Source: an optimization exercise on an open RTL-to-GDS flow (aim: small area and a short achievable clock period). Production flows keep margins and buffers that such runs may drop.
At most, simulation tests tie the RTL to the original design; equivalence was not proved.
For run 1, only the layout was checked, not whether the RTL still works.
No activity file was given, so power comes from the tool's default toggle rates.

[flow/run.sh]
#!/bin/bash
# Own layout flow: the standard flow with the standard synthesis unchanged, and
#  - port buffers made from plain buffers (buf_1, resized later as timing needs) instead of the
#    default delay buffer,
#  - pins allowed on every routing track of the die's edge, so that the die can be small,
set -euo pipefail
MARGIN=${MARGIN:-6.8}
bash standard.sh \
  "BUFFER_PORTS_ARGS=-buffer_cell sky130_fd_sc_hd__buf_1" \
  "PLACE_PINS_ARGS=-min_distance 1 -min_distance_in_tracks" \
  "SETUP_SLACK_MARGIN=$MARGIN" \
  finish > standard.log 2>&1
[standard.sh]
#!/bin/bash
# synth_recipe.tcl (not shown) runs the flow's synth.tcl, then flattens the netlist and writes it again
# the make line also repeats each setting of config.mk as NAME=value (left out here)
make -C /OpenROAD-flow-scripts/flow DESIGN_CONFIG=/design/flow/config.mk WORK_HOME=/design/flow/orfs CLKGATE_MAP_FILE= SYNTH_SCRIPT=/design/flow/synth_recipe.tcl "${@:-finish}"
[config.mk]
export PLATFORM = sky130hd
export DESIGN_NAME = adder
export DESIGN_NICKNAME = adder
export VERILOG_FILES = /design/flow/design.v
export SDC_FILE = /design/flow/constraint.sdc
export NUM_CORES = 4
export LEC_CHECK = 0
export CAP_MARGIN = 20
export CORE_AREA = 10 10 370 370
export CTS_CLUSTER_DIAMETER = 80
export CTS_CLUSTER_SIZE = 30
export DIE_AREA = 0 0 380 380
export SLEW_MARGIN = 20
export SYNTH_HIERARCHICAL = 1
export SYNTH_MINIMUM_KEEP_SIZE = 0
[constraint.sdc]
create_clock -name core_clock -period 10.0 [get_ports {clk}]
set_input_delay 2.0000 -clock core_clock [delete_from_list [all_inputs] [get_ports {clk}]]
set_output_delay 2.0000 -clock core_clock [all_outputs]
set_load 0.01 [all_outputs]
[design.v]
module adder #(
    parameter N = 512,
    parameter p = 512'h65b48e8f740f89bffc8ab0d15e3e4c4ab42d083aedc88c425afbfcc69322c9cda7aac6c567f35507516730cc1f0b4f25c2721bf457aca8351b81b90533c6c87b,
    parameter word_size = 32,
    parameter chunks = N/word_size
    ) (
    input clk,
    input rst,
    input c_in,
    input wire [N-1:0] X, Y,
    output wire [N:0] Z,
    output reg done
);
reg state;
reg [511:0] bs;    
reg [127:0] bg;    
reg cr;           
reg [512:0] zr;
assign Z = zr;
always @(posedge clk) begin
    if (rst) begin
        state <= 1'b0;
        done <= 1'b0;
    end else begin
        state <= 1'b1;
        done <= state;
    end
end
integer i;
wire [511:0] ic;    
wire [511:0] isum;
wire [127:0] icout;
genvar b;
generate for (b = 0; b < 512; b = b + 1) begin : ib
    if (b % 4 == 0) begin
        assign isum[b] = X[b] ^ Y[b];
        assign ic[b] = X[b] & Y[b];
    end else begin
        adder_fa fa (.a(X[b]), .b(Y[b]), .ci(ic[b-1]), .s(isum[b]), .co(ic[b]));
    end
    if (b % 4 == 3) assign icout[b/4] = ic[b];
end endgenerate
always @(posedge clk) begin
    cr <= c_in;
    bs <= isum;
    bg <= icout;
end
wire [127:0] bp;
genvar j;
generate for (j = 0; j < 128; j = j + 1) begin : gp
    assign bp[j] = &bs[4*j +: 4];
end endgenerate
wire g0c = bg[0] | (bp[0] & cr);
wire pg1;
wire pg2;
wire pp2;
wire pg3;
wire pp3;
wire pg4;
wire pp4;
wire pg5;
wire pp5;
wire pg6;
wire pp6;
wire pg7;
wire pp7;
wire pg8;
wire pp8;
wire pg9;
wire pp9;
wire pg10;
wire pp10;
wire pg11;
wire pp11;
wire pg12;
wire pp12;
wire pg13;
wire pp13;
wire pg14;
wire pp14;
wire pg15;
wire pp15;
wire pg16;
wire pp16;
wire pg17;
wire pp17;
wire pg18;
wire pp18;
wire pg19;
wire pp19;
wire pg20;
wire pp20;
wire pg21;
wire pp21;
wire pg22;
wire pp22;
wire pg23;
wire pp23;
wire pg24;
wire pp24;
wire pg25;
wire pp25;
wire pg26;
wire pp26;
wire pg27;
wire pp27;
wire pg28;
wire pp28;
wire pg29;
wire pp29;
wire pg30;
wire pp30;
wire pg31;
wire pp31;
wire pg32;
wire pp32;
wire pg33;
wire pp33;
wire pg34;
wire pp34;
wire pg35;
wire pp35;
wire pg36;
wire pp36;
wire pg37;
wire pp37;
wire pg38;
wire pp38;
wire pg39;
wire pp39;
wire pg40;
wire pp40;
wire pg41;
wire pp41;
wire pg42;
wire pp42;
wire pg43;
wire pp43;
wire pg44;
wire pp44;
wire pg45;
wire pp45;
wire pg46;
wire pp46;
wire pg47;
wire pp47;
wire pg48;
wire pp48;
wire pg49;
wire pp49;
wire pg50;
wire pp50;
wire pg51;
wire pp51;
wire pg52;
wire pp52;
wire pg53;
wire pp53;
wire pg54;
wire pp54;
wire pg55;
wire pp55;
wire pg56;
wire pp56;
wire pg57;
wire pp57;
wire pg58;
wire pp58;
wire pg59;
wire pp59;
wire pg60;
wire pp60;
wire pg61;
wire pp61;
wire pg62;
wire pp62;
wire pg63;
wire pp63;
wire pg64;
wire pp64;
wire pg65;
wire pg66;
wire pg67;
wire pp67;
wire pg68;
wire pp68;
wire pg69;
wire pp69;
wire pg70;
wire pp70;
wire pg71;
wire pp71;
wire pg72;
wire pp72;
wire pg73;
wire pp73;
wire pg74;
wire pp74;
wire pg75;
wire pp75;
wire pg76;
wire pp76;
wire pg77;
wire pp77;
wire pg78;
wire pp78;
wire pg79;
wire pp79;
wire pg80;
wire pp80;
wire pg81;
wire pp81;
wire pg82;
wire pp82;
wire pg83;
wire pp83;
wire pg84;
wire pp84;
wire pg85;
wire pp85;
wire pg86;
wire pp86;
wire pg87;
wire pp87;
wire pg88;
wire pp88;
wire pg89;
wire pp89;
wire pg90;
wire pp90;
wire pg91;
wire pp91;
wire pg92;
wire pp92;
wire pg93;
wire pp93;
wire pg94;
wire pp94;
wire pg95;
wire pp95;
wire pg96;
wire pp96;
wire pg97;
wire pp97;
wire pg98;
wire pp98;
wire pg99;
wire pp99;
wire pg100;
wire pp100;
wire pg101;
wire pp101;
wire pg102;
wire pp102;
wire pg103;
wire pp103;
wire pg104;
wire pp104;
wire pg105;
wire pp105;
wire pg106;
wire pp106;
wire pg107;
wire pp107;
wire pg108;
wire pp108;
wire pg109;
wire pp109;
wire pg110;
wire pp110;
wire pg111;
wire pp111;
wire pg112;
wire pp112;
wire pg113;
wire pp113;
wire pg114;
wire pp114;
wire pg115;
wire pp115;
wire pg116;
wire pp116;
wire pg117;
wire pp117;
wire pg118;
wire pp118;
wire pg119;
wire pp119;
wire pg120;
wire pp120;
wire pg121;
wire pp121;
wire pg122;
wire pp122;
wire pg123;
wire pp123;
wire pg124;
wire pp124;
wire pg125;
wire pp125;
wire pg126;
wire pp126;
wire pg127;
wire pp127;
wire pg128;
wire pp128;
wire pg129;
wire pg130;
wire pg131;
wire pg132;
wire pg133;
wire pp133;
wire pg134;
wire pp134;
wire pg135;
wire pp135;
wire pg136;
wire pp136;
wire pg137;
wire pp137;
wire pg138;
wire pp138;
wire pg139;
wire pp139;
wire pg140;
wire pp140;
wire pg141;
wire pp141;
wire pg142;
wire pp142;
wire pg143;
wire pp143;
wire pg144;
wire pp144;
wire pg145;
wire pp145;
wire pg146;
wire pp146;
wire pg147;
wire pp147;
wire pg148;
wire pp148;
wire pg149;
wire pp149;
wire pg150;
wire pp150;
wire pg151;
wire pp151;
wire pg152;
wire pp152;
wire pg153;
wire pp153;
wire pg154;
wire pp154;
wire pg155;
wire pp155;
wire pg156;
wire pp156;
wire pg157;
wire pp157;
wire pg158;
wire pp158;
wire pg159;
wire pp159;
wire pg160;
wire pp160;
wire pg161;
wire pp161;
wire pg162;
wire pp162;
wire pg163;
wire pp163;
wire pg164;
wire pp164;
wire pg165;
wire pp165;
wire pg166;
wire pp166;
wire pg167;
wire pp167;
wire pg168;
wire pp168;
wire pg169;
wire pp169;
wire pg170;
wire pp170;
wire pg171;
wire pp171;
wire pg172;
wire pp172;
wire pg173;
wire pp173;
wire pg174;
wire pp174;
wire pg175;
wire pp175;
wire pg176;
wire pp176;
wire pg177;
wire pp177;
wire pg178;
wire pp178;
wire pg179;
wire pp179;
wire pg180;
wire pp180;
wire pg181;
wire pp181;
wire pg182;
wire pp182;
wire pg183;
wire pp183;
wire pg184;
wire pp184;
wire pg185;
wire pp185;
wire pg186;
wire pp186;
wire pg187;
wire pp187;
wire pg188;
wire pp188;
wire pg189;
wire pp189;
wire pg190;
wire pp190;
wire pg191;
wire pp191;
wire pg192;
wire pp192;
wire pg193;
wire pg194;
wire pg195;
wire pg196;
wire pg197;
wire pg198;
wire pg199;
wire pg200;
wire pg201;
wire pp201;
wire pg202;
wire pp202;
wire pg203;
wire pp203;
wire pg204;
wire pp204;
wire pg205;
wire pp205;
wire pg206;
wire pp206;
wire pg207;
wire pp207;
wire pg208;
wire pp208;
wire pg209;
wire pp209;
wire pg210;
wire pp210;
wire pg211;
wire pp211;
wire pg212;
wire pp212;
wire pg213;
wire pp213;
wire pg214;
wire pp214;
wire pg215;
wire pp215;
wire pg216;
wire pp216;
wire pg217;
wire pp217;
wire pg218;
wire pp218;
wire pg219;
wire pp219;
wire pg220;
wire pp220;
wire pg221;
wire pp221;
wire pg222;
wire pp222;
wire pg223;
wire pp223;
wire pg224;
wire pp224;
wire pg225;
wire pp225;
wire pg226;
wire pp226;
wire pg227;
wire pp227;
wire pg228;
wire pp228;
wire pg229;
wire pp229;
wire pg230;
wire pp230;
wire pg231;
wire pp231;
wire pg232;
wire pp232;
wire pg233;
wire pp233;
wire pg234;
wire pp234;
wire pg235;
wire pp235;
wire pg236;
wire pp236;
wire pg237;
wire pp237;
wire pg238;
wire pp238;
wire pg239;
wire pp239;
wire pg240;
wire pp240;
wire pg241;
wire pp241;
wire pg242;
wire pp242;
wire pg243;
wire pp243;
wire pg244;
wire pp244;
wire pg245;
wire pp245;
wire pg246;
wire pp246;
wire pg247;
wire pp247;
wire pg248;
wire pp248;
wire pg249;
wire pp249;
wire pg250;
wire pp250;
wire pg251;
wire pp251;
wire pg252;
wire pp252;
wire pg253;
wire pp253;
wire pg254;
wire pp254;
wire pg255;
wire pp255;
wire pg256;
wire pp256;
wire pg257;
wire pg258;
wire pg259;
wire pg260;
wire pg261;
wire pg262;
wire pg263;
wire pg264;
wire pg265;
wire pg266;
wire pg267;
wire pg268;
wire pg269;
wire pg270;
wire pg271;
wire pg272;
wire pg273;
wire pp273;
wire pg274;
wire pp274;
wire pg275;
wire pp275;
wire pg276;
wire pp276;
wire pg277;
wire pp277;
wire pg278;
wire pp278;
wire pg279;
wire pp279;
wire pg280;
wire pp280;
wire pg281;
wire pp281;
wire pg282;
wire pp282;
wire pg283;
wire pp283;
wire pg284;
wire pp284;
wire pg285;
wire pp285;
wire pg286;
wire pp286;
wire pg287;
wire pp287;
wire pg288;
wire pp288;
wire pg289;
wire pp289;
wire pg290;
wire pp290;
wire pg291;
wire pp291;
wire pg292;
wire pp292;
wire pg293;
wire pp293;
wire pg294;
wire pp294;
wire pg295;
wire pp295;
wire pg296;
wire pp296;
wire pg297;
wire pp297;
wire pg298;
wire pp298;
wire pg299;
wire pp299;
wire pg300;
wire pp300;
wire pg301;
wire pp301;
wire pg302;
wire pp302;
wire pg303;
wire pp303;
wire pg304;
wire pp304;
wire pg305;
wire pp305;
wire pg306;
wire pp306;
wire pg307;
wire pp307;
wire pg308;
wire pp308;
wire pg309;
wire pp309;
wire pg310;
wire pp310;
wire pg311;
wire pp311;
wire pg312;
wire pp312;
wire pg313;
wire pp313;
wire pg314;
wire pp314;
wire pg315;
wire pp315;
wire pg316;
wire pp316;
wire pg317;
wire pp317;
wire pg318;
wire pp318;
wire pg319;
wire pp319;
wire pg320;
wire pp320;
wire pg321;
wire pg322;
wire pg323;
wire pg324;
wire pg325;
wire pg326;
wire pg327;
wire pg328;
wire pg329;
wire pg330;
wire pg331;
wire pg332;
wire pg333;
wire pg334;
wire pg335;
wire pg336;
wire pg337;
wire pg338;
wire pg339;
wire pg340;
wire pg341;
wire pg342;
wire pg343;
wire pg344;
wire pg345;
wire pg346;
wire pg347;
wire pg348;
wire pg349;
wire pg350;
wire pg351;
wire pg352;
wire pg353;
wire pp353;
wire pg354;
wire pp354;
wire pg355;
wire pp355;
wire pg356;
wire pp356;
wire pg357;
wire pp357;
wire pg358;
wire pp358;
wire pg359;
wire pp359;
wire pg360;
wire pp360;
wire pg361;
wire pp361;
wire pg362;
wire pp362;
wire pg363;
wire pp363;
wire pg364;
wire pp364;
wire pg365;
wire pp365;
wire pg366;
wire pp366;
wire pg367;
wire pp367;
wire pg368;
wire pp368;
wire pg369;
wire pp369;
wire pg370;
wire pp370;
wire pg371;
wire pp371;
wire pg372;
wire pp372;
wire pg373;
wire pp373;
wire pg374;
wire pp374;
wire pg375;
wire pp375;
wire pg376;
wire pp376;
wire pg377;
wire pp377;
wire pg378;
wire pp378;
wire pg379;
wire pp379;
wire pg380;
wire pp380;
wire pg381;
wire pp381;
wire pg382;
wire pp382;
wire pg383;
wire pp383;
wire pg384;
wire pp384;
wire pg385;
wire pg386;
wire pg387;
wire pg388;
wire pg389;
wire pg390;
wire pg391;
wire pg392;
wire pg393;
wire pg394;
wire pg395;
wire pg396;
wire pg397;
wire pg398;
wire pg399;
wire pg400;
wire pg401;
wire pg402;
wire pg403;
wire pg404;
wire pg405;
wire pg406;
wire pg407;
wire pg408;
wire pg409;
wire pg410;
wire pg411;
wire pg412;
wire pg413;
wire pg414;
wire pg415;
wire pg416;
wire pg417;
wire pg418;
wire pg419;
wire pg420;
wire pg421;
wire pg422;
wire pg423;
wire pg424;
wire pg425;
wire pg426;
wire pg427;
wire pg428;
wire pg429;
wire pg430;
wire pg431;
wire pg432;
wire pg433;
wire pg434;
wire pg435;
wire pg436;
wire pg437;
wire pg438;
wire pg439;
wire pg440;
wire pg441;
wire pg442;
wire pg443;
wire pg444;
wire pg445;
wire pg446;
wire pg447;
wire pg448;
assign pg1 = bg[1] | (bp[1] & g0c);
assign pg2 = bg[3] | (bp[3] & bg[2]);
assign pp2 = bp[3] & bp[2];
assign pg3 = bg[5] | (bp[5] & bg[4]);
assign pp3 = bp[5] & bp[4];
assign pg4 = bg[7] | (bp[7] & bg[6]);
assign pp4 = bp[7] & bp[6];
assign pg5 = bg[9] | (bp[9] & bg[8]);
assign pp5 = bp[9] & bp[8];
assign pg6 = bg[11] | (bp[11] & bg[10]);
assign pp6 = bp[11] & bp[10];
assign pg7 = bg[13] | (bp[13] & bg[12]);
assign pp7 = bp[13] & bp[12];
assign pg8 = bg[15] | (bp[15] & bg[14]);
assign pp8 = bp[15] & bp[14];
assign pg9 = bg[17] | (bp[17] & bg[16]);
assign pp9 = bp[17] & bp[16];
assign pg10 = bg[19] | (bp[19] & bg[18]);
assign pp10 = bp[19] & bp[18];
assign pg11 = bg[21] | (bp[21] & bg[20]);
assign pp11 = bp[21] & bp[20];
assign pg12 = bg[23] | (bp[23] & bg[22]);
assign pp12 = bp[23] & bp[22];
assign pg13 = bg[25] | (bp[25] & bg[24]);
assign pp13 = bp[25] & bp[24];
assign pg14 = bg[27] | (bp[27] & bg[26]);
assign pp14 = bp[27] & bp[26];
assign pg15 = bg[29] | (bp[29] & bg[28]);
assign pp15 = bp[29] & bp[28];
assign pg16 = bg[31] | (bp[31] & bg[30]);
assign pp16 = bp[31] & bp[30];
assign pg17 = bg[33] | (bp[33] & bg[32]);
assign pp17 = bp[33] & bp[32];
assign pg18 = bg[35] | (bp[35] & bg[34]);
assign pp18 = bp[35] & bp[34];
assign pg19 = bg[37] | (bp[37] & bg[36]);
assign pp19 = bp[37] & bp[36];
assign pg20 = bg[39] | (bp[39] & bg[38]);
assign pp20 = bp[39] & bp[38];
assign pg21 = bg[41] | (bp[41] & bg[40]);
assign pp21 = bp[41] & bp[40];
assign pg22 = bg[43] | (bp[43] & bg[42]);
assign pp22 = bp[43] & bp[42];
assign pg23 = bg[45] | (bp[45] & bg[44]);
assign pp23 = bp[45] & bp[44];
assign pg24 = bg[47] | (bp[47] & bg[46]);
assign pp24 = bp[47] & bp[46];
assign pg25 = bg[49] | (bp[49] & bg[48]);
assign pp25 = bp[49] & bp[48];
assign pg26 = bg[51] | (bp[51] & bg[50]);
assign pp26 = bp[51] & bp[50];
assign pg27 = bg[53] | (bp[53] & bg[52]);
assign pp27 = bp[53] & bp[52];
assign pg28 = bg[55] | (bp[55] & bg[54]);
assign pp28 = bp[55] & bp[54];
assign pg29 = bg[57] | (bp[57] & bg[56]);
assign pp29 = bp[57] & bp[56];
assign pg30 = bg[59] | (bp[59] & bg[58]);
assign pp30 = bp[59] & bp[58];
assign pg31 = bg[61] | (bp[61] & bg[60]);
assign pp31 = bp[61] & bp[60];
assign pg32 = bg[63] | (bp[63] & bg[62]);
assign pp32 = bp[63] & bp[62];
assign pg33 = bg[65] | (bp[65] & bg[64]);
assign pp33 = bp[65] & bp[64];
assign pg34 = bg[67] | (bp[67] & bg[66]);
assign pp34 = bp[67] & bp[66];
assign pg35 = bg[69] | (bp[69] & bg[68]);
assign pp35 = bp[69] & bp[68];
assign pg36 = bg[71] | (bp[71] & bg[70]);
assign pp36 = bp[71] & bp[70];
assign pg37 = bg[73] | (bp[73] & bg[72]);
assign pp37 = bp[73] & bp[72];
assign pg38 = bg[75] | (bp[75] & bg[74]);
assign pp38 = bp[75] & bp[74];
assign pg39 = bg[77] | (bp[77] & bg[76]);
assign pp39 = bp[77] & bp[76];
assign pg40 = bg[79] | (bp[79] & bg[78]);
assign pp40 = bp[79] & bp[78];
assign pg41 = bg[81] | (bp[81] & bg[80]);
assign pp41 = bp[81] & bp[80];
assign pg42 = bg[83] | (bp[83] & bg[82]);
assign pp42 = bp[83] & bp[82];
assign pg43 = bg[85] | (bp[85] & bg[84]);
assign pp43 = bp[85] & bp[84];
assign pg44 = bg[87] | (bp[87] & bg[86]);
assign pp44 = bp[87] & bp[86];
assign pg45 = bg[89] | (bp[89] & bg[88]);
assign pp45 = bp[89] & bp[88];
assign pg46 = bg[91] | (bp[91] & bg[90]);
assign pp46 = bp[91] & bp[90];
assign pg47 = bg[93] | (bp[93] & bg[92]);
assign pp47 = bp[93] & bp[92];
assign pg48 = bg[95] | (bp[95] & bg[94]);
assign pp48 = bp[95] & bp[94];
assign pg49 = bg[97] | (bp[97] & bg[96]);
assign pp49 = bp[97] & bp[96];
assign pg50 = bg[99] | (bp[99] & bg[98]);
assign pp50 = bp[99] & bp[98];
assign pg51 = bg[101] | (bp[101] & bg[100]);
assign pp51 = bp[101] & bp[100];
assign pg52 = bg[103] | (bp[103] & bg[102]);
assign pp52 = bp[103] & bp[102];
assign pg53 = bg[105] | (bp[105] & bg[104]);
assign pp53 = bp[105] & bp[104];
assign pg54 = bg[107] | (bp[107] & bg[106]);
assign pp54 = bp[107] & bp[106];
assign pg55 = bg[109] | (bp[109] & bg[108]);
assign pp55 = bp[109] & bp[108];
assign pg56 = bg[111] | (bp[111] & bg[110]);
assign pp56 = bp[111] & bp[110];
assign pg57 = bg[113] | (bp[113] & bg[112]);
assign pp57 = bp[113] & bp[112];
assign pg58 = bg[115] | (bp[115] & bg[114]);
assign pp58 = bp[115] & bp[114];
assign pg59 = bg[117] | (bp[117] & bg[116]);
assign pp59 = bp[117] & bp[116];
assign pg60 = bg[119] | (bp[119] & bg[118]);
assign pp60 = bp[119] & bp[118];
assign pg61 = bg[121] | (bp[121] & bg[120]);
assign pp61 = bp[121] & bp[120];
assign pg62 = bg[123] | (bp[123] & bg[122]);
assign pp62 = bp[123] & bp[122];
assign pg63 = bg[125] | (bp[125] & bg[124]);
assign pp63 = bp[125] & bp[124];
assign pg64 = bg[127] | (bp[127] & bg[126]);
assign pp64 = bp[127] & bp[126];
assign pg65 = bg[2] | (bp[2] & pg1);
assign pg66 = pg2 | (pp2 & pg1);
assign pg67 = bg[6] | (bp[6] & pg3);
assign pp67 = bp[6] & pp3;
assign pg68 = pg4 | (pp4 & pg3);
assign pp68 = pp4 & pp3;
assign pg69 = bg[10] | (bp[10] & pg5);
assign pp69 = bp[10] & pp5;
assign pg70 = pg6 | (pp6 & pg5);
assign pp70 = pp6 & pp5;
assign pg71 = bg[14] | (bp[14] & pg7);
assign pp71 = bp[14] & pp7;
assign pg72 = pg8 | (pp8 & pg7);
assign pp72 = pp8 & pp7;
assign pg73 = bg[18] | (bp[18] & pg9);
assign pp73 = bp[18] & pp9;
assign pg74 = pg10 | (pp10 & pg9);
assign pp74 = pp10 & pp9;
assign pg75 = bg[22] | (bp[22] & pg11);
assign pp75 = bp[22] & pp11;
assign pg76 = pg12 | (pp12 & pg11);
assign pp76 = pp12 & pp11;
assign pg77 = bg[26] | (bp[26] & pg13);
assign pp77 = bp[26] & pp13;
assign pg78 = pg14 | (pp14 & pg13);
assign pp78 = pp14 & pp13;
assign pg79 = bg[30] | (bp[30] & pg15);
assign pp79 = bp[30] & pp15;
assign pg80 = pg16 | (pp16 & pg15);
assign pp80 = pp16 & pp15;
assign pg81 = bg[34] | (bp[34] & pg17);
assign pp81 = bp[34] & pp17;
assign pg82 = pg18 | (pp18 & pg17);
assign pp82 = pp18 & pp17;
assign pg83 = bg[38] | (bp[38] & pg19);
assign pp83 = bp[38] & pp19;
assign pg84 = pg20 | (pp20 & pg19);
assign pp84 = pp20 & pp19;
assign pg85 = bg[42] | (bp[42] & pg21);
assign pp85 = bp[42] & pp21;
assign pg86 = pg22 | (pp22 & pg21);
assign pp86 = pp22 & pp21;
assign pg87 = bg[46] | (bp[46] & pg23);
assign pp87 = bp[46] & pp23;
assign pg88 = pg24 | (pp24 & pg23);
assign pp88 = pp24 & pp23;
assign pg89 = bg[50] | (bp[50] & pg25);
assign pp89 = bp[50] & pp25;
assign pg90 = pg26 | (pp26 & pg25);
assign pp90 = pp26 & pp25;
assign pg91 = bg[54] | (bp[54] & pg27);
assign pp91 = bp[54] & pp27;
assign pg92 = pg28 | (pp28 & pg27);
assign pp92 = pp28 & pp27;
assign pg93 = bg[58] | (bp[58] & pg29);
assign pp93 = bp[58] & pp29;
assign pg94 = pg30 | (pp30 & pg29);
assign pp94 = pp30 & pp29;
assign pg95 = bg[62] | (bp[62] & pg31);
assign pp95 = bp[62] & pp31;
assign pg96 = pg32 | (pp32 & pg31);
assign pp96 = pp32 & pp31;
assign pg97 = bg[66] | (bp[66] & pg33);
assign pp97 = bp[66] & pp33;
assign pg98 = pg34 | (pp34 & pg33);
assign pp98 = pp34 & pp33;
assign pg99 = bg[70] | (bp[70] & pg35);
assign pp99 = bp[70] & pp35;
assign pg100 = pg36 | (pp36 & pg35);
assign pp100 = pp36 & pp35;
assign pg101 = bg[74] | (bp[74] & pg37);
assign pp101 = bp[74] & pp37;
assign pg102 = pg38 | (pp38 & pg37);
assign pp102 = pp38 & pp37;
assign pg103 = bg[78] | (bp[78] & pg39);
assign pp103 = bp[78] & pp39;
assign pg104 = pg40 | (pp40 & pg39);
assign pp104 = pp40 & pp39;
assign pg105 = bg[82] | (bp[82] & pg41);
assign pp105 = bp[82] & pp41;
assign pg106 = pg42 | (pp42 & pg41);
assign pp106 = pp42 & pp41;
assign pg107 = bg[86] | (bp[86] & pg43);
assign pp107 = bp[86] & pp43;
assign pg108 = pg44 | (pp44 & pg43);
assign pp108 = pp44 & pp43;
assign pg109 = bg[90] | (bp[90] & pg45);
assign pp109 = bp[90] & pp45;
assign pg110 = pg46 | (pp46 & pg45);
assign pp110 = pp46 & pp45;
assign pg111 = bg[94] | (bp[94] & pg47);
assign pp111 = bp[94] & pp47;
assign pg112 = pg48 | (pp48 & pg47);
assign pp112 = pp48 & pp47;
assign pg113 = bg[98] | (bp[98] & pg49);
assign pp113 = bp[98] & pp49;
assign pg114 = pg50 | (pp50 & pg49);
assign pp114 = pp50 & pp49;
assign pg115 = bg[102] | (bp[102] & pg51);
assign pp115 = bp[102] & pp51;
assign pg116 = pg52 | (pp52 & pg51);
assign pp116 = pp52 & pp51;
assign pg117 = bg[106] | (bp[106] & pg53);
assign pp117 = bp[106] & pp53;
assign pg118 = pg54 | (pp54 & pg53);
assign pp118 = pp54 & pp53;
assign pg119 = bg[110] | (bp[110] & pg55);
assign pp119 = bp[110] & pp55;
assign pg120 = pg56 | (pp56 & pg55);
assign pp120 = pp56 & pp55;
assign pg121 = bg[114] | (bp[114] & pg57);
assign pp121 = bp[114] & pp57;
assign pg122 = pg58 | (pp58 & pg57);
assign pp122 = pp58 & pp57;
assign pg123 = bg[118] | (bp[118] & pg59);
assign pp123 = bp[118] & pp59;
assign pg124 = pg60 | (pp60 & pg59);
assign pp124 = pp60 & pp59;
assign pg125 = bg[122] | (bp[122] & pg61);
assign pp125 = bp[122] & pp61;
assign pg126 = pg62 | (pp62 & pg61);
assign pp126 = pp62 & pp61;
assign pg127 = bg[126] | (bp[126] & pg63);
assign pp127 = bp[126] & pp63;
assign pg128 = pg64 | (pp64 & pg63);
assign pp128 = pp64 & pp63;
assign pg129 = bg[4] | (bp[4] & pg66);
assign pg130 = pg3 | (pp3 & pg66);
assign pg131 = pg67 | (pp67 & pg66);
assign pg132 = pg68 | (pp68 & pg66);
assign pg133 = bg[12] | (bp[12] & pg70);
assign pp133 = bp[12] & pp70;
assign pg134 = pg7 | (pp7 & pg70);
assign pp134 = pp7 & pp70;
assign pg135 = pg71 | (pp71 & pg70);
assign pp135 = pp71 & pp70;
assign pg136 = pg72 | (pp72 & pg70);
assign pp136 = pp72 & pp70;
assign pg137 = bg[20] | (bp[20] & pg74);
assign pp137 = bp[20] & pp74;
assign pg138 = pg11 | (pp11 & pg74);
assign pp138 = pp11 & pp74;
assign pg139 = pg75 | (pp75 & pg74);
assign pp139 = pp75 & pp74;
assign pg140 = pg76 | (pp76 & pg74);
assign pp140 = pp76 & pp74;
assign pg141 = bg[28] | (bp[28] & pg78);
assign pp141 = bp[28] & pp78;
assign pg142 = pg15 | (pp15 & pg78);
assign pp142 = pp15 & pp78;
assign pg143 = pg79 | (pp79 & pg78);
assign pp143 = pp79 & pp78;
assign pg144 = pg80 | (pp80 & pg78);
assign pp144 = pp80 & pp78;
assign pg145 = bg[36] | (bp[36] & pg82);
assign pp145 = bp[36] & pp82;
assign pg146 = pg19 | (pp19 & pg82);
assign pp146 = pp19 & pp82;
assign pg147 = pg83 | (pp83 & pg82);
assign pp147 = pp83 & pp82;
assign pg148 = pg84 | (pp84 & pg82);
assign pp148 = pp84 & pp82;
assign pg149 = bg[44] | (bp[44] & pg86);
assign pp149 = bp[44] & pp86;
assign pg150 = pg23 | (pp23 & pg86);
assign pp150 = pp23 & pp86;
assign pg151 = pg87 | (pp87 & pg86);
assign pp151 = pp87 & pp86;
assign pg152 = pg88 | (pp88 & pg86);
assign pp152 = pp88 & pp86;
assign pg153 = bg[52] | (bp[52] & pg90);
assign pp153 = bp[52] & pp90;
assign pg154 = pg27 | (pp27 & pg90);
assign pp154 = pp27 & pp90;
assign pg155 = pg91 | (pp91 & pg90);
assign pp155 = pp91 & pp90;
assign pg156 = pg92 | (pp92 & pg90);
assign pp156 = pp92 & pp90;
assign pg157 = bg[60] | (bp[60] & pg94);
assign pp157 = bp[60] & pp94;
assign pg158 = pg31 | (pp31 & pg94);
assign pp158 = pp31 & pp94;
assign pg159 = pg95 | (pp95 & pg94);
assign pp159 = pp95 & pp94;
assign pg160 = pg96 | (pp96 & pg94);
assign pp160 = pp96 & pp94;
assign pg161 = bg[68] | (bp[68] & pg98);
assign pp161 = bp[68] & pp98;
assign pg162 = pg35 | (pp35 & pg98);
assign pp162 = pp35 & pp98;
assign pg163 = pg99 | (pp99 & pg98);
assign pp163 = pp99 & pp98;
assign pg164 = pg100 | (pp100 & pg98);
assign pp164 = pp100 & pp98;
assign pg165 = bg[76] | (bp[76] & pg102);
assign pp165 = bp[76] & pp102;
assign pg166 = pg39 | (pp39 & pg102);
assign pp166 = pp39 & pp102;
assign pg167 = pg103 | (pp103 & pg102);
assign pp167 = pp103 & pp102;
assign pg168 = pg104 | (pp104 & pg102);
assign pp168 = pp104 & pp102;
assign pg169 = bg[84] | (bp[84] & pg106);
assign pp169 = bp[84] & pp106;
assign pg170 = pg43 | (pp43 & pg106);
assign pp170 = pp43 & pp106;
assign pg171 = pg107 | (pp107 & pg106);
assign pp171 = pp107 & pp106;
assign pg172 = pg108 | (pp108 & pg106);
assign pp172 = pp108 & pp106;
assign pg173 = bg[92] | (bp[92] & pg110);
assign pp173 = bp[92] & pp110;
assign pg174 = pg47 | (pp47 & pg110);
assign pp174 = pp47 & pp110;
assign pg175 = pg111 | (pp111 & pg110);
assign pp175 = pp111 & pp110;
assign pg176 = pg112 | (pp112 & pg110);
assign pp176 = pp112 & pp110;
assign pg177 = bg[100] | (bp[100] & pg114);
assign pp177 = bp[100] & pp114;
assign pg178 = pg51 | (pp51 & pg114);
assign pp178 = pp51 & pp114;
assign pg179 = pg115 | (pp115 & pg114);
assign pp179 = pp115 & pp114;
assign pg180 = pg116 | (pp116 & pg114);
assign pp180 = pp116 & pp114;
assign pg181 = bg[108] | (bp[108] & pg118);
assign pp181 = bp[108] & pp118;
assign pg182 = pg55 | (pp55 & pg118);
assign pp182 = pp55 & pp118;
assign pg183 = pg119 | (pp119 & pg118);
assign pp183 = pp119 & pp118;
assign pg184 = pg120 | (pp120 & pg118);
assign pp184 = pp120 & pp118;
assign pg185 = bg[116] | (bp[116] & pg122);
assign pp185 = bp[116] & pp122;
assign pg186 = pg59 | (pp59 & pg122);
assign pp186 = pp59 & pp122;
assign pg187 = pg123 | (pp123 & pg122);
assign pp187 = pp123 & pp122;
assign pg188 = pg124 | (pp124 & pg122);
assign pp188 = pp124 & pp122;
assign pg189 = bg[124] | (bp[124] & pg126);
assign pp189 = bp[124] & pp126;
assign pg190 = pg63 | (pp63 & pg126);
assign pp190 = pp63 & pp126;
assign pg191 = pg127 | (pp127 & pg126);
assign pp191 = pp127 & pp126;
assign pg192 = pg128 | (pp128 & pg126);
assign pp192 = pp128 & pp126;
assign pg193 = bg[8] | (bp[8] & pg132);
assign pg194 = pg5 | (pp5 & pg132);
assign pg195 = pg69 | (pp69 & pg132);
assign pg196 = pg70 | (pp70 & pg132);
assign pg197 = pg133 | (pp133 & pg132);
assign pg198 = pg134 | (pp134 & pg132);
assign pg199 = pg135 | (pp135 & pg132);
assign pg200 = pg136 | (pp136 & pg132);
assign pg201 = bg[24] | (bp[24] & pg140);
assign pp201 = bp[24] & pp140;
assign pg202 = pg13 | (pp13 & pg140);
assign pp202 = pp13 & pp140;
assign pg203 = pg77 | (pp77 & pg140);
assign pp203 = pp77 & pp140;
assign pg204 = pg78 | (pp78 & pg140);
assign pp204 = pp78 & pp140;
assign pg205 = pg141 | (pp141 & pg140);
assign pp205 = pp141 & pp140;
assign pg206 = pg142 | (pp142 & pg140);
assign pp206 = pp142 & pp140;
assign pg207 = pg143 | (pp143 & pg140);
assign pp207 = pp143 & pp140;
assign pg208 = pg144 | (pp144 & pg140);
assign pp208 = pp144 & pp140;
assign pg209 = bg[40] | (bp[40] & pg148);
assign pp209 = bp[40] & pp148;
assign pg210 = pg21 | (pp21 & pg148);
assign pp210 = pp21 & pp148;
assign pg211 = pg85 | (pp85 & pg148);
assign pp211 = pp85 & pp148;
assign pg212 = pg86 | (pp86 & pg148);
assign pp212 = pp86 & pp148;
assign pg213 = pg149 | (pp149 & pg148);
assign pp213 = pp149 & pp148;
assign pg214 = pg150 | (pp150 & pg148);
assign pp214 = pp150 & pp148;
assign pg215 = pg151 | (pp151 & pg148);
assign pp215 = pp151 & pp148;
assign pg216 = pg152 | (pp152 & pg148);
assign pp216 = pp152 & pp148;
assign pg217 = bg[56] | (bp[56] & pg156);
assign pp217 = bp[56] & pp156;
assign pg218 = pg29 | (pp29 & pg156);
assign pp218 = pp29 & pp156;
assign pg219 = pg93 | (pp93 & pg156);
assign pp219 = pp93 & pp156;
assign pg220 = pg94 | (pp94 & pg156);
assign pp220 = pp94 & pp156;
assign pg221 = pg157 | (pp157 & pg156);
assign pp221 = pp157 & pp156;
assign pg222 = pg158 | (pp158 & pg156);
assign pp222 = pp158 & pp156;
assign pg223 = pg159 | (pp159 & pg156);
assign pp223 = pp159 & pp156;
assign pg224 = pg160 | (pp160 & pg156);
assign pp224 = pp160 & pp156;
assign pg225 = bg[72] | (bp[72] & pg164);
assign pp225 = bp[72] & pp164;
assign pg226 = pg37 | (pp37 & pg164);
assign pp226 = pp37 & pp164;
assign pg227 = pg101 | (pp101 & pg164);
assign pp227 = pp101 & pp164;
assign pg228 = pg102 | (pp102 & pg164);
assign pp228 = pp102 & pp164;
assign pg229 = pg165 | (pp165 & pg164);
assign pp229 = pp165 & pp164;
assign pg230 = pg166 | (pp166 & pg164);
assign pp230 = pp166 & pp164;
assign pg231 = pg167 | (pp167 & pg164);
assign pp231 = pp167 & pp164;
assign pg232 = pg168 | (pp168 & pg164);
assign pp232 = pp168 & pp164;
assign pg233 = bg[88] | (bp[88] & pg172);
assign pp233 = bp[88] & pp172;
assign pg234 = pg45 | (pp45 & pg172);
assign pp234 = pp45 & pp172;
assign pg235 = pg109 | (pp109 & pg172);
assign pp235 = pp109 & pp172;
assign pg236 = pg110 | (pp110 & pg172);
assign pp236 = pp110 & pp172;
assign pg237 = pg173 | (pp173 & pg172);
assign pp237 = pp173 & pp172;
assign pg238 = pg174 | (pp174 & pg172);
assign pp238 = pp174 & pp172;
assign pg239 = pg175 | (pp175 & pg172);
assign pp239 = pp175 & pp172;
assign pg240 = pg176 | (pp176 & pg172);
assign pp240 = pp176 & pp172;
assign pg241 = bg[104] | (bp[104] & pg180);
assign pp241 = bp[104] & pp180;
assign pg242 = pg53 | (pp53 & pg180);
assign pp242 = pp53 & pp180;
assign pg243 = pg117 | (pp117 & pg180);
assign pp243 = pp117 & pp180;
assign pg244 = pg118 | (pp118 & pg180);
assign pp244 = pp118 & pp180;
assign pg245 = pg181 | (pp181 & pg180);
assign pp245 = pp181 & pp180;
assign pg246 = pg182 | (pp182 & pg180);
assign pp246 = pp182 & pp180;
assign pg247 = pg183 | (pp183 & pg180);
assign pp247 = pp183 & pp180;
assign pg248 = pg184 | (pp184 & pg180);
assign pp248 = pp184 & pp180;
assign pg249 = bg[120] | (bp[120] & pg188);
assign pp249 = bp[120] & pp188;
assign pg250 = pg61 | (pp61 & pg188);
assign pp250 = pp61 & pp188;
assign pg251 = pg125 | (pp125 & pg188);
assign pp251 = pp125 & pp188;
assign pg252 = pg126 | (pp126 & pg188);
assign pp252 = pp126 & pp188;
assign pg253 = pg189 | (pp189 & pg188);
assign pp253 = pp189 & pp188;
assign pg254 = pg190 | (pp190 & pg188);
assign pp254 = pp190 & pp188;
assign pg255 = pg191 | (pp191 & pg188);
assign pp255 = pp191 & pp188;
assign pg256 = pg192 | (pp192 & pg188);
assign pp256 = pp192 & pp188;
assign pg257 = bg[16] | (bp[16] & pg200);
assign pg258 = pg9 | (pp9 & pg200);
assign pg259 = pg73 | (pp73 & pg200);
assign pg260 = pg74 | (pp74 & pg200);
assign pg261 = pg137 | (pp137 & pg200);
assign pg262 = pg138 | (pp138 & pg200);
assign pg263 = pg139 | (pp139 & pg200);
assign pg264 = pg140 | (pp140 & pg200);
assign pg265 = pg201 | (pp201 & pg200);
assign pg266 = pg202 | (pp202 & pg200);
assign pg267 = pg203 | (pp203 & pg200);
assign pg268 = pg204 | (pp204 & pg200);
assign pg269 = pg205 | (pp205 & pg200);
assign pg270 = pg206 | (pp206 & pg200);
assign pg271 = pg207 | (pp207 & pg200);
assign pg272 = pg208 | (pp208 & pg200);
assign pg273 = bg[48] | (bp[48] & pg216);
assign pp273 = bp[48] & pp216;
assign pg274 = pg25 | (pp25 & pg216);
assign pp274 = pp25 & pp216;
assign pg275 = pg89 | (pp89 & pg216);
assign pp275 = pp89 & pp216;
assign pg276 = pg90 | (pp90 & pg216);
assign pp276 = pp90 & pp216;
assign pg277 = pg153 | (pp153 & pg216);
assign pp277 = pp153 & pp216;
assign pg278 = pg154 | (pp154 & pg216);
assign pp278 = pp154 & pp216;
assign pg279 = pg155 | (pp155 & pg216);
assign pp279 = pp155 & pp216;
assign pg280 = pg156 | (pp156 & pg216);
assign pp280 = pp156 & pp216;
assign pg281 = pg217 | (pp217 & pg216);
assign pp281 = pp217 & pp216;
assign pg282 = pg218 | (pp218 & pg216);
assign pp282 = pp218 & pp216;
assign pg283 = pg219 | (pp219 & pg216);
assign pp283 = pp219 & pp216;
assign pg284 = pg220 | (pp220 & pg216);
assign pp284 = pp220 & pp216;
assign pg285 = pg221 | (pp221 & pg216);
assign pp285 = pp221 & pp216;
assign pg286 = pg222 | (pp222 & pg216);
assign pp286 = pp222 & pp216;
assign pg287 = pg223 | (pp223 & pg216);
assign pp287 = pp223 & pp216;
assign pg288 = pg224 | (pp224 & pg216);
assign pp288 = pp224 & pp216;
assign pg289 = bg[80] | (bp[80] & pg232);
assign pp289 = bp[80] & pp232;
assign pg290 = pg41 | (pp41 & pg232);
assign pp290 = pp41 & pp232;
assign pg291 = pg105 | (pp105 & pg232);
assign pp291 = pp105 & pp232;
assign pg292 = pg106 | (pp106 & pg232);
assign pp292 = pp106 & pp232;
assign pg293 = pg169 | (pp169 & pg232);
assign pp293 = pp169 & pp232;
assign pg294 = pg170 | (pp170 & pg232);
assign pp294 = pp170 & pp232;
assign pg295 = pg171 | (pp171 & pg232);
assign pp295 = pp171 & pp232;
assign pg296 = pg172 | (pp172 & pg232);
assign pp296 = pp172 & pp232;
assign pg297 = pg233 | (pp233 & pg232);
assign pp297 = pp233 & pp232;
assign pg298 = pg234 | (pp234 & pg232);
assign pp298 = pp234 & pp232;
assign pg299 = pg235 | (pp235 & pg232);
assign pp299 = pp235 & pp232;
assign pg300 = pg236 | (pp236 & pg232);
assign pp300 = pp236 & pp232;
assign pg301 = pg237 | (pp237 & pg232);
assign pp301 = pp237 & pp232;
assign pg302 = pg238 | (pp238 & pg232);
assign pp302 = pp238 & pp232;
assign pg303 = pg239 | (pp239 & pg232);
assign pp303 = pp239 & pp232;
assign pg304 = pg240 | (pp240 & pg232);
assign pp304 = pp240 & pp232;
assign pg305 = bg[112] | (bp[112] & pg248);
assign pp305 = bp[112] & pp248;
assign pg306 = pg57 | (pp57 & pg248);
assign pp306 = pp57 & pp248;
assign pg307 = pg121 | (pp121 & pg248);
assign pp307 = pp121 & pp248;
assign pg308 = pg122 | (pp122 & pg248);
assign pp308 = pp122 & pp248;
assign pg309 = pg185 | (pp185 & pg248);
assign pp309 = pp185 & pp248;
assign pg310 = pg186 | (pp186 & pg248);
assign pp310 = pp186 & pp248;
assign pg311 = pg187 | (pp187 & pg248);
assign pp311 = pp187 & pp248;
assign pg312 = pg188 | (pp188 & pg248);
assign pp312 = pp188 & pp248;
assign pg313 = pg249 | (pp249 & pg248);
assign pp313 = pp249 & pp248;
assign pg314 = pg250 | (pp250 & pg248);
assign pp314 = pp250 & pp248;
assign pg315 = pg251 | (pp251 & pg248);
assign pp315 = pp251 & pp248;
assign pg316 = pg252 | (pp252 & pg248);
assign pp316 = pp252 & pp248;
assign pg317 = pg253 | (pp253 & pg248);
assign pp317 = pp253 & pp248;
assign pg318 = pg254 | (pp254 & pg248);
assign pp318 = pp254 & pp248;
assign pg319 = pg255 | (pp255 & pg248);
assign pp319 = pp255 & pp248;
assign pg320 = pg256 | (pp256 & pg248);
assign pp320 = pp256 & pp248;
assign pg321 = bg[32] | (bp[32] & pg272);
assign pg322 = pg17 | (pp17 & pg272);
assign pg323 = pg81 | (pp81 & pg272);
assign pg324 = pg82 | (pp82 & pg272);
assign pg325 = pg145 | (pp145 & pg272);
assign pg326 = pg146 | (pp146 & pg272);
assign pg327 = pg147 | (pp147 & pg272);
assign pg328 = pg148 | (pp148 & pg272);
assign pg329 = pg209 | (pp209 & pg272);
assign pg330 = pg210 | (pp210 & pg272);
assign pg331 = pg211 | (pp211 & pg272);
assign pg332 = pg212 | (pp212 & pg272);
assign pg333 = pg213 | (pp213 & pg272);
assign pg334 = pg214 | (pp214 & pg272);
assign pg335 = pg215 | (pp215 & pg272);
assign pg336 = pg216 | (pp216 & pg272);
assign pg337 = pg273 | (pp273 & pg272);
assign pg338 = pg274 | (pp274 & pg272);
assign pg339 = pg275 | (pp275 & pg272);
assign pg340 = pg276 | (pp276 & pg272);
assign pg341 = pg277 | (pp277 & pg272);
assign pg342 = pg278 | (pp278 & pg272);
assign pg343 = pg279 | (pp279 & pg272);
assign pg344 = pg280 | (pp280 & pg272);
assign pg345 = pg281 | (pp281 & pg272);
assign pg346 = pg282 | (pp282 & pg272);
assign pg347 = pg283 | (pp283 & pg272);
assign pg348 = pg284 | (pp284 & pg272);
assign pg349 = pg285 | (pp285 & pg272);
assign pg350 = pg286 | (pp286 & pg272);
assign pg351 = pg287 | (pp287 & pg272);
assign pg352 = pg288 | (pp288 & pg272);
assign pg353 = bg[96] | (bp[96] & pg304);
assign pp353 = bp[96] & pp304;
assign pg354 = pg49 | (pp49 & pg304);
assign pp354 = pp49 & pp304;
assign pg355 = pg113 | (pp113 & pg304);
assign pp355 = pp113 & pp304;
assign pg356 = pg114 | (pp114 & pg304);
assign pp356 = pp114 & pp304;
assign pg357 = pg177 | (pp177 & pg304);
assign pp357 = pp177 & pp304;
assign pg358 = pg178 | (pp178 & pg304);
assign pp358 = pp178 & pp304;
assign pg359 = pg179 | (pp179 & pg304);
assign pp359 = pp179 & pp304;
assign pg360 = pg180 | (pp180 & pg304);
assign pp360 = pp180 & pp304;
assign pg361 = pg241 | (pp241 & pg304);
assign pp361 = pp241 & pp304;
assign pg362 = pg242 | (pp242 & pg304);
assign pp362 = pp242 & pp304;
assign pg363 = pg243 | (pp243 & pg304);
assign pp363 = pp243 & pp304;
assign pg364 = pg244 | (pp244 & pg304);
assign pp364 = pp244 & pp304;
assign pg365 = pg245 | (pp245 & pg304);
assign pp365 = pp245 & pp304;
assign pg366 = pg246 | (pp246 & pg304);
assign pp366 = pp246 & pp304;
assign pg367 = pg247 | (pp247 & pg304);
assign pp367 = pp247 & pp304;
assign pg368 = pg248 | (pp248 & pg304);
assign pp368 = pp248 & pp304;
assign pg369 = pg305 | (pp305 & pg304);
assign pp369 = pp305 & pp304;
assign pg370 = pg306 | (pp306 & pg304);
assign pp370 = pp306 & pp304;
assign pg371 = pg307 | (pp307 & pg304);
assign pp371 = pp307 & pp304;
assign pg372 = pg308 | (pp308 & pg304);
assign pp372 = pp308 & pp304;
assign pg373 = pg309 | (pp309 & pg304);
assign pp373 = pp309 & pp304;
assign pg374 = pg310 | (pp310 & pg304);
assign pp374 = pp310 & pp304;
assign pg375 = pg311 | (pp311 & pg304);
assign pp375 = pp311 & pp304;
assign pg376 = pg312 | (pp312 & pg304);
assign pp376 = pp312 & pp304;
assign pg377 = pg313 | (pp313 & pg304);
assign pp377 = pp313 & pp304;
assign pg378 = pg314 | (pp314 & pg304);
assign pp378 = pp314 & pp304;
assign pg379 = pg315 | (pp315 & pg304);
assign pp379 = pp315 & pp304;
assign pg380 = pg316 | (pp316 & pg304);
assign pp380 = pp316 & pp304;
assign pg381 = pg317 | (pp317 & pg304);
assign pp381 = pp317 & pp304;
assign pg382 = pg318 | (pp318 & pg304);
assign pp382 = pp318 & pp304;
assign pg383 = pg319 | (pp319 & pg304);
assign pp383 = pp319 & pp304;
assign pg384 = pg320 | (pp320 & pg304);
assign pp384 = pp320 & pp304;
assign pg385 = bg[64] | (bp[64] & pg352);
assign pg386 = pg33 | (pp33 & pg352);
assign pg387 = pg97 | (pp97 & pg352);
assign pg388 = pg98 | (pp98 & pg352);
assign pg389 = pg161 | (pp161 & pg352);
assign pg390 = pg162 | (pp162 & pg352);
assign pg391 = pg163 | (pp163 & pg352);
assign pg392 = pg164 | (pp164 & pg352);
assign pg393 = pg225 | (pp225 & pg352);
assign pg394 = pg226 | (pp226 & pg352);
assign pg395 = pg227 | (pp227 & pg352);
assign pg396 = pg228 | (pp228 & pg352);
assign pg397 = pg229 | (pp229 & pg352);
assign pg398 = pg230 | (pp230 & pg352);
assign pg399 = pg231 | (pp231 & pg352);
assign pg400 = pg232 | (pp232 & pg352);
assign pg401 = pg289 | (pp289 & pg352);
assign pg402 = pg290 | (pp290 & pg352);
assign pg403 = pg291 | (pp291 & pg352);
assign pg404 = pg292 | (pp292 & pg352);
assign pg405 = pg293 | (pp293 & pg352);
assign pg406 = pg294 | (pp294 & pg352);
assign pg407 = pg295 | (pp295 & pg352);
assign pg408 = pg296 | (pp296 & pg352);
assign pg409 = pg297 | (pp297 & pg352);
assign pg410 = pg298 | (pp298 & pg352);
assign pg411 = pg299 | (pp299 & pg352);
assign pg412 = pg300 | (pp300 & pg352);
assign pg413 = pg301 | (pp301 & pg352);
assign pg414 = pg302 | (pp302 & pg352);
assign pg415 = pg303 | (pp303 & pg352);
assign pg416 = pg304 | (pp304 & pg352);
assign pg417 = pg353 | (pp353 & pg352);
assign pg418 = pg354 | (pp354 & pg352);
assign pg419 = pg355 | (pp355 & pg352);
assign pg420 = pg356 | (pp356 & pg352);
assign pg421 = pg357 | (pp357 & pg352);
assign pg422 = pg358 | (pp358 & pg352);
assign pg423 = pg359 | (pp359 & pg352);
assign pg424 = pg360 | (pp360 & pg352);
assign pg425 = pg361 | (pp361 & pg352);
assign pg426 = pg362 | (pp362 & pg352);
assign pg427 = pg363 | (pp363 & pg352);
assign pg428 = pg364 | (pp364 & pg352);
assign pg429 = pg365 | (pp365 & pg352);
assign pg430 = pg366 | (pp366 & pg352);
assign pg431 = pg367 | (pp367 & pg352);
assign pg432 = pg368 | (pp368 & pg352);
assign pg433 = pg369 | (pp369 & pg352);
assign pg434 = pg370 | (pp370 & pg352);
assign pg435 = pg371 | (pp371 & pg352);
assign pg436 = pg372 | (pp372 & pg352);
assign pg437 = pg373 | (pp373 & pg352);
assign pg438 = pg374 | (pp374 & pg352);
assign pg439 = pg375 | (pp375 & pg352);
assign pg440 = pg376 | (pp376 & pg352);
assign pg441 = pg377 | (pp377 & pg352);
assign pg442 = pg378 | (pp378 & pg352);
assign pg443 = pg379 | (pp379 & pg352);
assign pg444 = pg380 | (pp380 & pg352);
assign pg445 = pg381 | (pp381 & pg352);
assign pg446 = pg382 | (pp382 & pg352);
assign pg447 = pg383 | (pp383 & pg352);
assign pg448 = pg384 | (pp384 & pg352);
wire [128:0] bc;
assign bc[0] = cr;
assign bc[1] = g0c;
assign bc[2] = pg1;
assign bc[3] = pg65;
assign bc[4] = pg66;
assign bc[5] = pg129;
assign bc[6] = pg130;
assign bc[7] = pg131;
assign bc[8] = pg132;
assign bc[9] = pg193;
assign bc[10] = pg194;
assign bc[11] = pg195;
assign bc[12] = pg196;
assign bc[13] = pg197;
assign bc[14] = pg198;
assign bc[15] = pg199;
assign bc[16] = pg200;
assign bc[17] = pg257;
assign bc[18] = pg258;
assign bc[19] = pg259;
assign bc[20] = pg260;
assign bc[21] = pg261;
assign bc[22] = pg262;
assign bc[23] = pg263;
assign bc[24] = pg264;
assign bc[25] = pg265;
assign bc[26] = pg266;
assign bc[27] = pg267;
assign bc[28] = pg268;
assign bc[29] = pg269;
assign bc[30] = pg270;
assign bc[31] = pg271;
assign bc[32] = pg272;
assign bc[33] = pg321;
assign bc[34] = pg322;
assign bc[35] = pg323;
assign bc[36] = pg324;
assign bc[37] = pg325;
assign bc[38] = pg326;
assign bc[39] = pg327;
assign bc[40] = pg328;
assign bc[41] = pg329;
assign bc[42] = pg330;
assign bc[43] = pg331;
assign bc[44] = pg332;
assign bc[45] = pg333;
assign bc[46] = pg334;
assign bc[47] = pg335;
assign bc[48] = pg336;
assign bc[49] = pg337;
assign bc[50] = pg338;
assign bc[51] = pg339;
assign bc[52] = pg340;
assign bc[53] = pg341;
assign bc[54] = pg342;
assign bc[55] = pg343;
assign bc[56] = pg344;
assign bc[57] = pg345;
assign bc[58] = pg346;
assign bc[59] = pg347;
assign bc[60] = pg348;
assign bc[61] = pg349;
assign bc[62] = pg350;
assign bc[63] = pg351;
assign bc[64] = pg352;
assign bc[65] = pg385;
assign bc[66] = pg386;
assign bc[67] = pg387;
assign bc[68] = pg388;
assign bc[69] = pg389;
assign bc[70] = pg390;
assign bc[71] = pg391;
assign bc[72] = pg392;
assign bc[73] = pg393;
assign bc[74] = pg394;
assign bc[75] = pg395;
assign bc[76] = pg396;
assign bc[77] = pg397;
assign bc[78] = pg398;
assign bc[79] = pg399;
assign bc[80] = pg400;
assign bc[81] = pg401;
assign bc[82] = pg402;
assign bc[83] = pg403;
assign bc[84] = pg404;
assign bc[85] = pg405;
assign bc[86] = pg406;
assign bc[87] = pg407;
assign bc[88] = pg408;
assign bc[89] = pg409;
assign bc[90] = pg410;
assign bc[91] = pg411;
assign bc[92] = pg412;
assign bc[93] = pg413;
assign bc[94] = pg414;
assign bc[95] = pg415;
assign bc[96] = pg416;
assign bc[97] = pg417;
assign bc[98] = pg418;
assign bc[99] = pg419;
assign bc[100] = pg420;
assign bc[101] = pg421;
assign bc[102] = pg422;
assign bc[103] = pg423;
assign bc[104] = pg424;
assign bc[105] = pg425;
assign bc[106] = pg426;
assign bc[107] = pg427;
assign bc[108] = pg428;
assign bc[109] = pg429;
assign bc[110] = pg430;
assign bc[111] = pg431;
assign bc[112] = pg432;
assign bc[113] = pg433;
assign bc[114] = pg434;
assign bc[115] = pg435;
assign bc[116] = pg436;
assign bc[117] = pg437;
assign bc[118] = pg438;
assign bc[119] = pg439;
assign bc[120] = pg440;
assign bc[121] = pg441;
assign bc[122] = pg442;
assign bc[123] = pg443;
assign bc[124] = pg444;
assign bc[125] = pg445;
assign bc[126] = pg446;
assign bc[127] = pg447;
assign bc[128] = pg448;
wire [511:0] zsum;
generate for (b = 0; b < 512; b = b + 1) begin : ob
    if (b % 4 == 0) assign zsum[b] = bs[b] ^ bc[b/4];
    else assign zsum[b] = bs[b] ^ (bc[b/4] & (&bs[b-1:b-(b%4)]));
end endgenerate
always @(posedge clk) begin
    if (!done) zr <= {bc[128], zsum};
end
endmodule
module adder_fa (input a, input b, input ci, output s, output co);
assign {co, s} = a + b + ci;
endmodule
==> results.json, run 1 <==
{
  "status": "timing/DRC/antenna clean",
  "rsz0062_at_grt": "true",
  "maxCapViolCount": 0,
  "ant_nets": 0,
  "cpPeakStageDelay_ns": 0.42,
  "root_buffer": "clkbuf_16",
  "cts_buffers": 58,
  "area_growth_pct": 38.2,
  "setup_ws_ns": 6.12,
  "ir_drop_mv": 0.133,
  "synth_edf_count": 513,
  "use_met3": 0.0950,
  "cts.path.max_buffers": 3,
  "grt_busiest_layer": "met2",
  "ys_types": 81,
  "post-place-ws_ns": 5.23,
  "critical_path_class": "flop to flop",
  "period_share": 0.388,
  "fin_hold_ws_ns": 0.448,
  "core-area_sq_um": 129000,
  "fmax_mhz": 258,
  "avgSynthCellArea_sq_um": 15.3,
  "cp_data_required_time_ns": 10.46,
  "finalHoldViolCount": 0,
  "fill_cells": 11100,
  "hold_class": "flop to flop",
  "synthSimpleGateAreaFrac": 0.0741,
  "die_h_microns": 380,
  "syn_area_sq_um": 48300,
  "synth_ff_type": "dfxtp_1",
  "worst_slew_pin_slew_ns": 1.12,
  "startpoint_type": "flop",
  "ys_seq_area_frac": 0.585,
  "crit_arrival_ns": 4.34,
  "wl_per_cell_microns": 26.9,
  "yosys_warnings": 7,
  "drt-initial-drc-count": 2399,
  "synth_compound_area_frac": 0.0389,
  "register_area_sq_um": 28300,
  "overflow": 0,
  "final_util": 0.517,
  "nNetsFinal": 6685,
  "setup_viol": 0,
  "clock_skew_ns": 0.0388,
  "path_clk_slew_ns": 0.11,
  "cts_tree": "done",
  "routed_wl_microns": 184000,
  "synthArstFlopShare": 0,
  "critPathCaptureType": "flop",
  "synth.largest_area_cell": "edfxtp_1",
  "p_switching_mw": 4.18,
  "power_density_nw_per_um2": 195,
  "synth_top_family_by_area": "adder cells",
  "route.detailed.drc": 0,
  "cpMaxStageDelayCell": "or4_4",
  "multi_input_area_sq_um": 22800,
  "synth_top_area_share": 0.319,
  "antenna_found_initial": 52,
  "drv_slew": 0,
  "place.gp.congestion": 0.998,
  "worstPathMaxFanout": 4,
  "clkLatencyLatePin_ns": 0.70,
  "fin_crit_ns": 3.88,
  "grtUsageMet2": 0.362,
  "grt.total_usage": 0.244,
  "layout-drive-gt1-share": 0.273,
  "synthCells": 3159,
  "leakage_nw": 26.3,
  "viasPerCell": 5.01,
  "fin_setup_tns_ns": 0,
  "start_util": 0.374,
  "synth_common_cells": "643 x dfxtp_1, 513 x edfxtp_1, 384 x fa_1",
  "htreeDepth": 2,
  "synth_nets": 4826,
  "num_vias": 34300,
  "post-dp-hpwl_microns": 152000,
  "cts_num_sinks": 1156,
  "ioPinCount": 1541,
  "dieArea_sq_um": 144000,
  "synth_area_leaders": "edfxtp_1 32%, dfxtp_1 27%, fa_1 16%, ha_1 6.6%, xor2_1 4.0%",
  "port_buffers": 1540,
  "internal-power_mw": 8.86,
  "comb_power_share": 0.265,
  "grt_pass1_vias": 36600,
  "synth.area.mux_share": 0.000414,
  "p_seq_frac": 0.503,
  "dr.pass1.iters": 8,
  "met1_usage": 0.283,
  "synth_adder_area_share": 0.225,
  "num_rows": 132,
  "crit_chain": "nand4_1 -> buf_4 -> nor2_1 -> a221o_1 -> a22o_1 -> o311a_1 -> a211oi_4 -> buf_6 -> a211oi_4 -> buf_12 -> nor2_8 -> o22ai_4 -> buf_12 -> buf_6 -> or4_4 -> and2_4 -> ha_4 -> xor2_1",
  "ys_ff_latch": 1156,
  "grt_max_degree": 167,
  "synthXorXnorAreaFrac": 0.0684,
  "max-slew-margin-rel": 0.251,
  "yosys.cell_count.top_type": "dfxtp_1",
  "swShare": 0.321,
  "die_x_microns": 380,
  "clkPwrFrac": 0.232,
  "grt_pass1_wl_microns": 257000
}
## cells in the final DEF, fill, tap and decap left out, types with 76 or more instances in the layout
cell type / n
buf_1: 1030
dfxtp_1: 587
edfxtp_1: 513
buf_6: 424
fa_1: 346
xor2_1: 205
ha_1: 165
buf_2: 148
xnor2_1: 145
nand4_1: 139
buf_4: 112
nand2_1: 91
ha_4: 78
clkbuf_2: 76
## worst max-delay path: cells and delay by family, from the launching register on
kind            cells  cell delay, ns
xor+xnor            1            0.13
fa+ha+maj           1            0.15
flops               1            0.34
compound gates      6            1.32
simple gates        5            0.96
buf+inv             5            0.71
## modules after synthesis, one instance, submodules excluded
module,times used,cell area [sq um],flip-flops and latches,cells
adder,1,40600,1156,2775
adder_fa,384,20.0,0,1
## metal layers
metal	part of all wire	wire length, microns	vias up
met5	0.0010	185	-
met2	0.43	79300	1871
met3	0.10	19200	545
li1	-	-	15100
met1	0.37	68700	16800
met4	0.092	17000	20
## through the flow
step	std cells	cell area [sq um]	total power, mW
after floorplan	3159	48600	7.56
after global placement	6449	56700	9.11
after global routing	6838	66700	13.6
final	6843	66700	13.0
after detailed placement	6449	56700	9.13
after CTS	6748	64300	12.8
## power by group through the flow
stage | clock network (mW) | registers (mW) | logic (mW)
finish | 3.02 | 6.56 | 3.46
global route | 3.27 | 6.66 | 3.65
CTS | 3.11 | 6.51 | 3.17
detailed placement | 0 | 6.56 | 2.57
global placement | 0 | 6.53 | 2.58
floorplan | 0 | 6.71 | 0.845
## state kept, by name, summed over array words and instances (netlist names)
| name | cells |
|---|---|
| bs | 512 |
| bg | 128 |
| cr | 1 |
| zr | 513 |
| state | 1 |
| done | 1 |
## final timing paths
check	endpoint	cells after the start	slack, ns	startpoint
max	zr[493]	18	6.12	bs[215]
min	done	1	0.45	state
max reg2reg	zr[493]	18	6.12	bs[215]
min reg2reg	done	1	0.45	state
## cell type report
type,instances,area share
repair buffers,1799,0.162
flip-flops and latches,1156,0.425
inverters,93,0.00559
clock inverters,36,0.00741
well taps,1742,0.0327
multi-input cells,1910,0.342
clock buffers,74,0.0250
diodes,33,0.00124
## timing repair
action                                  in CTS  in global routing
buffers inserted                           189                 61
hold buffers                                 0                  0
endpoints found under the setup margin     936                923
resized for setup                         1295                515
pin swaps                                  177                154
## cells by family (layout without fill, tap and decap cells)
family                     Yosys count  after routing
other                                0             33
DFF                               1156           1156
buffers and inverters               93           2002
adders and majority gates          640            640
and+or+nand+nor                    633            633
muxes                                2              2
AOI/OAI and AO/OA                  258            258
xor gates and xnor gates           377            377
==> run 2, diff against run 1 <==
--- a/design.v
+++ b/design.v
@@ -1719,15 +1719,24 @@
 assign bc[126] = pg446;
 assign bc[127] = pg447;
 assign bc[128] = pg448;
+wire [511:0] oc;
 wire [511:0] zsum;
 generate for (b = 0; b < 512; b = b + 1) begin : ob
-    if (b % 4 == 0) assign zsum[b] = bs[b] ^ bc[b/4];
-    else assign zsum[b] = bs[b] ^ (bc[b/4] & (&bs[b-1:b-(b%4)]));
+    if (b % 4 == 3) begin
+        assign zsum[b] = bs[b] ^ oc[b-1];
+    end else if (b % 4 == 0) begin
+        adder_ha ha (.a(bs[b]), .b(bc[b/4]), .s(zsum[b]), .co(oc[b]));
+    end else begin
+        adder_ha ha (.a(bs[b]), .b(oc[b-1]), .s(zsum[b]), .co(oc[b]));
+    end
 end endgenerate
 always @(posedge clk) begin
     if (!done) zr <= {bc[128], zsum};
 end
 endmodule
+module adder_ha (input a, input b, output s, output co);
+assign {co, s} = a + b;
+endmodule
 module adder_fa (input a, input b, input ci, output s, output co);
 assign {co, s} = a + b + ci;
 endmodule
--- a/flow/run.sh
+++ b/flow/run.sh
@@ -4,7 +4,7 @@
 #    default delay buffer,
 #  - pins allowed on every routing track of the die's edge, so that the die can be small,
 set -euo pipefail
-MARGIN=${MARGIN:-6.8}
+MARGIN=${MARGIN:-6.5}
 bash standard.sh \
   "BUFFER_PORTS_ARGS=-buffer_cell sky130_fd_sc_hd__buf_1" \
   "PLACE_PINS_ARGS=-min_distance 1 -min_distance_in_tracks" \
--- a/config.mk
+++ b/config.mk
@@ -5,6 +5,7 @@
 export SDC_FILE = /design/flow/constraint.sdc
 export NUM_CORES = 4
 export LEC_CHECK = 0
+export ABC_AREA = 1
 export CAP_MARGIN = 20
 export CORE_AREA = 10 10 370 370
 export CTS_CLUSTER_DIAMETER = 80
==> run 2 against run 1 <==
  * Register-to-register slack improved by 0.60 ns
  * Wire length shrank 5.9%
  * Total power fell by 10%
==> results.json, run 2 <==
{
  "post-place-ws_ns": 6.06,
  "layout-drive-gt1-share": 0.0365,
  "clock_skew_ns": 0.0543,
  "fin_setup_tns_ns": 0,
  "largest_register_ffs": 513,
  "root_buffer": "clkbuf_16",
  "die_h_microns": 380,
  "grt_pass1_wl_microns": 244000,
  "ctsHoldBuffers": 0,
  "grt.total_usage": 0.231,
  "die_x_microns": 380,
  "yosys_warnings": 7,
  "ioPinCount": 1541,
  "register_area_sq_um": 28300,
  "p_seq_frac": 0.540,
  "post-dp-hpwl_microns": 146000,
  "finalHoldViolCount": 0,
  "fin_crit_ns": 3.43,
  "p_switching_mw": 3.71,
  "cts_num_sinks": 1156,
  "crit_arrival_ns": 1.43,
  "cp_data_required_time_ns": 8.00,
  "grt_pass1_vias": 35900,
  "critPathCaptureType": "output port",
  "cpMaxStageDelayCell": "buf_1",
  "startpoint_type": "flop",
  "final_util": 0.462,
  "dpl_cell_area_sq_um": 57200,
  "reg2reg_to": "zr[427]",
  "clkPwrFrac": 0.252,
  "start_util": 0.382,
  "cpPeakStageDelay_ns": 0.39,
  "startpoint": "zr[485]",
  "drv_slew": 0,
  "area_growth_pct": 21.0,
  "critical_path_class": "flop to output port",
  "fill_cells": 11900,
  "ir_drop_mv": 0.153,
  "antenna_found_initial": 38,
  "path_clk_slew_ns": 0.11,
  "synth_area_leaders": "edfxtp_1 31%, dfxtp_1 26%, fa_1 16%, ha_1 13%, nand2_1 2.9%",
  "avgSynthCellArea_sq_um": 14.3,
  "rr_startpoint": "bs[166]",
  "drt-initial-drc-count": 2414,
  "synthArstFlopShare": 0,
  "core-area_sq_um": 129000,
  "port_buffers": 1540,
  "nNetsFinal": 6974,
  "multi_input_area_sq_um": 20300,
  "layout_commonest_cell": "buf_1",
  "ys_seq_area_frac": 0.573,
  "worst_slew_pin_slew_ns": 1.00,
  "num_rows": 132,
  "ys_types": 44,
  "status": "timing/DRC/antenna clean",
  "setup_ws_ns": 6.57,
  "worstPathMaxFanout": 1,
  "stdcell_count": 6862,
  "dpl.cell_count": 6723,
  "reg_top3": "zr (513), bs (512), bg (128)",
  "synth_edf_count": 513,
  "dr.pass1.iters": 7,
  "synth_nets": 5376,
  "r2r_setup_slack_ns": 6.72,
  "maxCapViolCount": 0,
  "num_vias": 33400,
  "cts.path.max_buffers": 3,
  "final_cell_area_sq_um": 59700,
  "cts_tree": "done",
  "dieArea_sq_um": 144000,
  "routed_wl_microns": 173000
}
## run 2: modules after synthesis (local to each module, per instance)
| module | cell area, sq um | flip-flops and latches |
|---|---|---|
| adder_ha | 12.5 | 0 |
| adder_fa | 20.0 | 0 |
| adder | 36800 | 1156 |
## run 2: power by group through the flow
stage / Combinational, mW / Sequential, mW / Clock [mW]
4_1_cts: 2.41 / 6.35 / 3.05
3_3_place_gp: 2.36 / 6.43 / 0
2_1_floorplan: 0.706 / 6.63 / 0
3_5_place_dp: 2.37 / 6.44 / 0
5_1_grt: 2.64 / 6.43 / 3.20
6_report: 2.44 / 6.34 / 2.95
## run 2: area by class of cell
cell class,instances,area share
timing repair buffer,1555,0.101
antenna,22,0.000922
tap,1742,0.0365
multi-input combinational,2066,0.339
sequential,1156,0.474
clock buffer,71,0.0248
clock inverter,35,0.0105
inverter,215,0.0136
## run 2: metrics by stage
stage | total power, mW | hold WS [ns]
floorplan | 7.33 | 0.381
global placement | 8.79 | 0.384
detailed placement | 8.81 | 0.400
CTS | 11.8 | 0.406
global route | 12.3 | 0.421
finish | 11.7 | 0.409
## run 2: worst min path at each step
stage | start | slack [ns] | endpoint | cells past startpoint
floorplan | state | 0.38 | done | 2
finish | state | 0.41 | done | 2
global route | state | 0.42 | done | 2
detailed placement | state | 0.40 | done | 2
global placement | state | 0.38 | done | 2
CTS | state | 0.41 | done | 2
## run 2: worst min-delay path: cells and delay by family, from the launching register on
| kind | cells | cell delay, ns |
|---|---|---|
| buffers and inverters | 1 | 0.04 |
| DFF | 1 | 0.31 |
| and+or+nand+nor | 1 | 0.03 |
## run 2: logic make-up (layout without fill, tap and decap cells)
group / after synthesis / after routing / share of synthesized area
flops: 1156 / 1156 / 0.573
simple gates: 815 / 819 / 0.0727
compound gates: 223 / 223 / 0.0263
other cells: 0 / 22 / 0
buf+inv: 235 / 1876 / 0.0194
fa+ha+maj: 896 / 896 / 0.286
xor+xnor: 128 / 128 / 0.0227
## run 2: repair_timing
action / in CTS / in global routing
resized for setup: 18 / 29
gates cloned: 3 / 1
endpoints found under the setup margin: 254 / 158
pin swaps: 3 / 4
setup buffers: 1 / 6
## run 2: layer usage
layer | global-route usage | share of wire | up-vias
met3 | 0.0877 | 0.10 | 541
met1 | 0.265 | 0.37 | 15900
met2 | 0.348 | 0.44 | 1797
met4 | 0.179 | 0.090 | 26
li1 | - | - | 15100
met5 | 0.000330 | 0.00091 | -

Re-timed with assumed drivers on the ports (clkbuf_16 on the clock, buf_2 on other inputs), run 2 has 6.496 ns of setup slack against 6.571 ns with ideal ports, and 6.154 ns once port delays also move by the mid clock arrival of 0.760 ns.
